Source: an optimization exercise on an open RTL-to-GDS flow (aim: small area, a short achievable clock period and few clock cycles). Production flows keep margins and buffers that such runs may drop. RTL that was checked went through simulation tests only; none was proved equivalent to the original.

// brv32p_muldiv
module brv32p_muldiv (
  input  logic        clk,
  input  logic        rst_n,
  input  logic        start,
  input  logic        hold,        
  input  logic [2:0]  op,          
  input  logic [31:0] a,           
  input  logic [31:0] b,           
  output logic [31:0] result,
  output logic        busy,
  output logic        valid        
);
  localparam logic [2:0] MD_MUL    = 3'b000;
  localparam logic [2:0] MD_MULH   = 3'b001;
  localparam logic [2:0] MD_MULHSU = 3'b010;
  localparam logic [2:0] MD_MULHU  = 3'b011;
  localparam logic [2:0] MD_DIV    = 3'b100;
  localparam logic [2:0] MD_DIVU   = 3'b101;
  localparam logic [2:0] MD_REM    = 3'b110;
  localparam logic [2:0] MD_REMU   = 3'b111;
  logic        mul_sa, mul_sb;
  logic [32:0] mx;                             
  logic [34:0] my;                             
  assign mul_sa = (op[1:0] == 2'b01) || (op[1:0] == 2'b10);
  assign mul_sb = (op[1:0] == 2'b01);
  assign mx = {mul_sa & a[31], a};
  assign my = {{2{mul_sb & b[31]}}, b, 1'b0};
  logic [63:0] prod;
  logic [16:0] bneg, bone, btwo;
  logic pp0_0, pp0_1, pp0_2, pp0_3, pp0_4, pp0_5, pp0_6, pp0_7, pp0_8, pp0_9, pp0_10, pp0_11, pp0_12, pp0_13, pp0_14, pp0_15;
  logic pp0_16, pp0_17, pp0_18, pp0_19, pp0_20, pp0_21, pp0_22, pp0_23, pp0_24, pp0_25, pp0_26, pp0_27, pp0_28, pp0_29, pp0_30, pp0_31;
  logic pp0_32, pp0_33, pp1_0, pp1_1, pp1_2, pp1_3, pp1_4, pp1_5, pp1_6, pp1_7, pp1_8, pp1_9, pp1_10, pp1_11, pp1_12, pp1_13;
  ...
clock: 16.0 ns
lec_check: 0
cap_margin: 20
core_margin: 2
core_utilization: 55
place_density: 0.7
setup_slack_margin: 2
slew_margin: 20
standard.sh (not shown) runs the stock make flow with config.mk's settings and CLKGATE_MAP_FILE= SYNTH_SCRIPT=/design/flow/synth_recipe.tcl, a recipe that flattens the netlist after the stock synthesis.
==> flow/flow/run.sh <==
#!/bin/bash
# Own flow: the standard layout, except that the synthesis maps the logic
# with an area-oriented ABC script (flow/abc_area.script) in place of ORFS's
# speed script. Everything else, registers included, is the standard synthesis:
# the same synth_recipe.tcl and ORFS synth.tcl, with only the abc call's script
# swapped. Timing is then repaired by the standard placement and CTS steps.
# Port buffers are buf_2 cells instead of ORFS's default pick.
set -euo pipefail
W=$(pwd)
FLOWDIR=$(cd "$(dirname "${BASH_SOURCE[0]}")" && pwd)

# ORFS synth.tcl with the abc script replaced
sed "s#log_cmd abc {\*}\$abc_args#log_cmd abc {*}[lreplace \$abc_args 0 1 -script $FLOWDIR/abc_area.script]#" \
  "$FLOW_HOME/scripts/synth.tcl" > "$W/own_synth_body.tcl"
grep -q "abc_area.script" "$W/own_synth_body.tcl"
sed "s#source \$::env(SCRIPTS_DIR)/synth.tcl#source $W/own_synth_body.tcl#" \
  "$W/synth_recipe.tcl" > "$W/own_synth.tcl"
grep -q "own_synth_body.tcl" "$W/own_synth.tcl"

# standard.sh with the synthesis script swapped, for the synthesis step only
sed "s#SYNTH_SCRIPT=[^ ]*#SYNTH_SCRIPT=$W/own_synth.tcl#" "$W/standard.sh" > "$W/own_standard.sh"
grep -q "own_synth.tcl" "$W/own_standard.sh"
# standard.sh whose port buffers are buf_2 cells (ORFS's default pick is a
# delay cell); every port still gets its buffer
sed "s#CLKGATE_MAP_FILE= #CLKGATE_MAP_FILE= BUFFER_PORTS_ARGS=-buffer_cell\\\\ sky130_fd_sc_hd__buf_2 #" "$W/standard.sh" > "$W/own_finish.sh"
grep -q "BUFFER_PORTS_ARGS" "$W/own_finish.sh"

bash "$W/own_standard.sh" synth > "$W/synth_make.log" 2>&1
bash "$W/own_finish.sh" finish > "$W/finish_make.log" 2>&1
test -f "$W/out/final.def"
==> flow/flow/abc_area.script <==
&get -n
&st
&dch
&nf -D 11000
&put
topo
stime -c
Testbench counts at the start, summed over its fixed seeds: cycles 17,273.
==> next run, changes <==
--- a/flow/design.v
+++ b/flow/design.v
@@ -1279,23 +1279,23 @@
   assign {c1040, s1039} = c916 + s917 + s799;
   assign {c1042, s1041} = c918 + s919 + s803;
   assign {c1044, s1043} = c920 + s921 + s807;
   assign {c1046, s1045} = c922 + s923 + pp16_27;
   assign {c1048, s1047} = c924 + s925 + 1'b1;
   assign {c1050, s1049} = c926 + s927 + pp16_29;
   assign {c1052, s1051} = c928 + s929 + 1'b1;
   assign {c1054, s1053} = c930 + pp15_33 + pp16_31;
   assign sum_a = {c1052, c1050, c1048, c1046, c1044, c1042, c1040, c1038, c1036, c1034, c1032, c1030, c1028, c1026, c1024, c1022, c1020, c1018, c1016, c1014, c1012, c1010, c1008, c1006, c1004, c1002, c1000, c998, c996, c994, c992, c990, c988, c986, c984, c982, c980, c978, c976, c974, c972, c970, c968, c966, c964, c962, c960, c958, c956, c954, c952, c950, c948, c946, c944, c942, c940, c938, c936, c934, c932, s931, pp0_1, pp0_0};
   assign sum_b = {s1053, s1051, s1049, s1047, s1045, s1043, s1041, s1039, s1037, s1035, s1033, s1031, s1029, s1027, s1025, s1023, s1021, s1019, s1017, s1015, s1013, s1011, s1009, s1007, s1005, s1003, s1001, s999, s997, s995, s993, s991, s989, s987, s985, s983, s981, s979, s977, s975, s973, s971, s969, s967, s965, s963, s961, s959, s957, s955, s953, s951, s949, s947, s945, s943, s941, s939, s937, s935, s933, bneg[1], 1'b0, bneg[0]};
   logic prod_co;
-  pfx_add #(.W(64)) u_prod_add (.a(sum_a), .b(sum_b), .cin(1'b0), .s(prod), .cout(prod_co));
+  sk_add #(.W(64)) u_prod_add (.a(sum_a), .b(sum_b), .cin(1'b0), .s(prod), .cout(prod_co));
   logic        div_signed;
   logic        a_neg, b_neg, d_cin;
   logic [31:0] abs_a, b_nx, b_mag;
   assign div_signed = ~op[0];                  
   assign a_neg = div_signed & a[31];
   assign b_neg = div_signed & b[31];
   assign d_cin = ~b_neg;
   assign abs_a = a_neg ? (~a + 32'd1) : a;
   assign b_nx  = b_neg ? b : ~b;               
   assign b_mag = ~b_nx;                        
   logic b_zero;
@@ -1465,11 +1465,42 @@
           pn[i] = p[i] & p[i-d];
         end
       g = gn;
       p = pn;
     end
     for (int i = 2; i <= W; i += 2)
       g[i] = g[i] | (p[i] & g[i-1]);
     s = s ^ g[W-1:0];
     cout = g[W];
   end
 endmodule
+module sk_add #(parameter int W = 64) (
+  input  logic [W-1:0] a,
+  input  logic [W-1:0] b,
+  input  logic         cin,
+  output logic [W-1:0] s,
+  output logic         cout
+);
+  always_comb begin
+    logic [W:0] g, p, gn, pn;                 
+    g[0] = cin;
+    p[0] = 1'b0;
+    for (int i = 0; i < W; i++) begin
+      g[i+1] = a[i] & b[i];
+      p[i+1] = a[i] ^ b[i];
+    end
+    s = p[W:1];
+    for (int d = 1; d <= W; d *= 2) begin
+      gn = g;
+      pn = p;
+      for (int i = 0; i <= W; i++)
+        if ((i / d) % 2 == 1) begin
+          gn[i] = g[i] | (p[i] & g[(i / d) * d - 1]);
+          pn[i] = p[i] & p[(i / d) * d - 1];
+        end
+      g = gn;
+      p = pn;
+    end
+    s = s ^ g[W-1:0];
+    cout = g[W];
+  end
+endmodule
Result:
- die area stays flat
- setup slack is worse by 0.049 ns
- non-clock buffer count came out lower by 6
No functional check of the RTL was part of the second run of this note.

---

brv32p_muldiv, a different RTL version from the one above (not shown whole).
Size in the first run: roughly 41,000 sq um of cells after synthesis.
Settings: LEC_CHECK=0, CAP_MARGIN=20, CORE_MARGIN=2, CORE_UTILIZATION=45, PLACE_DENSITY=0.6, SETUP_SLACK_MARGIN=2, SLEW_MARGIN=20; clock period 16.0 ns.
Scripts as last shown in full above: flow/flow/run.sh, flow/flow/abc_area.script
Testbench counts at the start, summed over its fixed seeds: cycles 17,182.
Change:
--- a/flow/design.v
+++ b/flow/design.v
@@ -1288,29 +1288,26 @@
   assign sum_b = {s1053, s1051, s1049, s1047, s1045, s1043, s1041, s1039, s1037, s1035, s1033, s1031, s1029, s1027, s1025, s1023, s1021, s1019, s1017, s1015, s1013, s1011, s1009, s1007, s1005, s1003, s1001, s999, s997, s995, s993, s991, s989, s987, s985, s983, s981, s979, s977, s975, s973, s971, s969, s967, s965, s963, s961, s959, s957, s955, s953, s951, s949, s947, s945, s943, s941, s939, s937, s935, s933, bneg[1], 1'b0, bneg[0]};
   assign prod = sum_a + sum_b;
   logic        div_signed;
   logic        a_neg, b_neg, d_cin;
   logic [31:0] abs_a, b_nx, b_mag;
   assign div_signed = ~op[0];                  
   assign a_neg = div_signed & a[31];
   assign b_neg = div_signed & b[31];
   assign d_cin = ~b_neg;
   assign abs_a = a_neg ? (~a + 32'd1) : a;
   assign b_nx  = b_neg ? b : ~b;               
   assign b_mag = ~b_nx;                        
-  logic b_zero, a_lt_b;
-  logic [32:0] cmp;
+  logic b_zero;
   assign b_zero = (b == 32'd0);
-  assign cmp    = {1'b0, abs_a} + {1'b1, b_nx} + {32'd0, d_cin};
-  assign a_lt_b = cmp[32];
   function automatic logic [5:0] bitlen(input logic [31:0] x);
     logic [15:0] z1; logic [15:0] c1;
     logic [7:0]  z2; logic [15:0] c2;
     logic [3:0]  z3; logic [11:0] c3;
     logic [1:0]  z4; logic [7:0]  c4;
     logic        z5; logic [4:0]  c5;
     for (int i = 0; i < 16; i++) begin
       z1[i] = ~(x[2*i+1] | x[2*i]);
       c1[i] = ~x[2*i+1];
     end
     for (int i = 0; i < 8; i++) begin
       z2[i] = z1[2*i+1] & z1[2*i];
@@ -1350,25 +1347,25 @@
       4'd7: d_init = {d3[7:0], {28{d_cin}}};
       default: d_init = {d3[3:0], {32{d_cin}}};
     endcase
   end
   logic        div_active;
   logic [3:0]  div_cnt;                        
   logic        div_rem;
   logic        neg_q, neg_r, cin_r;
   logic [31:0] rem_r, quo_r;
   logic [35:0] dv_r;
   logic is_div_op, div_launch, div_fast;
   assign is_div_op  = op[2];
-  assign div_fast   = b_zero | a_lt_b;
+  assign div_fast   = b_zero | (len_a < len_b);    
   assign div_launch = start && !div_active && is_div_op && !div_fast;
   logic [31:0] rem_n, quo_n, rem_2, quo_2;
   logic [35:0] dv_n;
   always_comb begin
     logic [31:0] rm, qv;
     logic [35:0] dv;
     logic [36:0] diff;
     rm = rem_r;
     dv = dv_r;
     qv = quo_r;
     rem_2 = rem_r;
     quo_2 = quo_r;
Fmax falls by 0.32%. Setup slack degrades by 45 ps. Clock skew is about the same. Wire length falls by 2.4%. Final cell count rises by 0.44%. Hold slack degrades by 9.4 ps. Area after synthesis falls by 0.55%. Via count falls by 1.2%.
Only the layout flow was run in the second run of this note; the RTL was not checked for function there.

---

Setup of JK:
brv32p_muldiv, a different RTL version from the one above (not shown whole).
For scale: about 5500 cells after synthesis, ~110 flip-flops, ~110 I/O pins, roughly 0.044 mm^2 of cells after synthesis.
clock: 16.0 ns
lec_check: 0
cap_margin: 20
core_margin: 2
core_utilization: 45
place_density: 0.6
setup_slack_margin: 2
slew_margin: 20
run.sh (not shown) runs the stock make flow with config.mk's settings and CLKGATE_MAP_FILE= SYNTH_SCRIPT=/design/flow/synth_recipe.tcl, a recipe that flattens the netlist after the stock synthesis.
Stock flow here: none of the scripts above is used.
JK: PASS, flow complete, no timing, DRC or antenna violations
## Diff of input files: MS against JK
--- a/flow/design.v
+++ b/flow/design.v
@@ -1360,28 +1360,27 @@
   logic is_div_op, div_launch, div_fast;
   assign is_div_op  = op[2];
   assign div_fast   = b_zero | a_lt_b;
   assign div_launch = start && !div_active && is_div_op && !div_fast;
   logic [31:0] rem_n, quo_n, rem_2, quo_2;
   logic [35:0] dv_n;
   always_comb begin
     logic [31:0] rm, qv;
-    logic [35:0] dv;
-    logic [36:0] diff;
+    logic [35:0] dv, diff;
     rm = rem_r;
     dv = dv_r;
     qv = quo_r;
     rem_2 = rem_r;
     quo_2 = quo_r;
     for (int s = 0; s < 4; s++) begin
-      diff = {4'd0, rm, 1'b1} + {dv, cin_r};
-      if (!diff[36])
-        rm = diff[32:1];
-      qv = {qv[30:0], ~diff[36]};
+      diff = {4'd0, rm} + dv + {35'd0, cin_r};
+      if (!diff[35])
+        rm = diff[31:0];
+      qv = {qv[30:0], ~diff[35]};
       dv = {dv[35], dv[35:1]};
       if (s == 1) begin
         rem_2 = rm;
         quo_2 = qv;
       end
     end
     rem_n = rm;
     quo_n = qv;
[summary]
[MS vs JK] pin count of the biggest net entering global routing: higher in MS
Run comparison: JK timing endpoint of the critical path result[29]; MS timing endpoint of the critical path result[6]
Diff JK -> MS | synthesized cell count | increase of 19
Comparing MS and JK, the higher adder and majority gate portion of the synthesized area was measured on JK.
Looking at met1 track demand over resource in global routing, MS sits 6.3 points lower than JK does.
Compared MS vs JK, and non-filler instance count after layout is down in MS.
Wire length the detailed router placed on met1 is lower on MS
Comparing via count for MS and JK, the smaller number came from MS.
No functional check of the RTL was part of any run of this note.

==> separate check: timing with driven ports <==
No port has a modelled driver above. Below, the same layouts with a new extraction and two added sets of constraints. Step 1 assumes that a clkbuf_16 drives the clock port and a buf_2 every other input. Step 2 also shifts input and output timing later by t, the mid clock arrival at the registers, as if the neighbouring blocks saw the same clock. Slacks: no drivers / after step 1 / after step 2; pairs: no drivers / after step 1.
run | t (ns) | setup WS [ns] | latest minus earliest clock arrival (ns) | worst slew at a driven data input, ns
the first run of note 1 | 0.433 | 2.125 / 2.074 / 2.074 | 0.015 / 0.015 | 0.13
the second run of note 1 | 0.430 | 2.076 / 1.991 / 1.991 | 0.015 / 0.015 | 0.17
the first run of note 2 | 0.438 | 2.165 / 2.095 / 2.095 | 0.018 / 0.019 | 0.15
the second run of note 2 | 0.443 | 2.120 / 2.040 / 2.040 | 0.020 / 0.020 | 0.10
JK | 0.474 | 2.025 / 2.001 / 2.001 | 0.023 / 0.023 | 0.12
MS | 0.445 | 2.054 / 2.030 / 2.030 | 0.020 / 0.021 | 0.09
After both steps setup and hold are still met in every run listed. The setup slack of the second run of note 1, which loses most, moves by -0.085 ns with the drivers and by -0.085 ns with both steps.
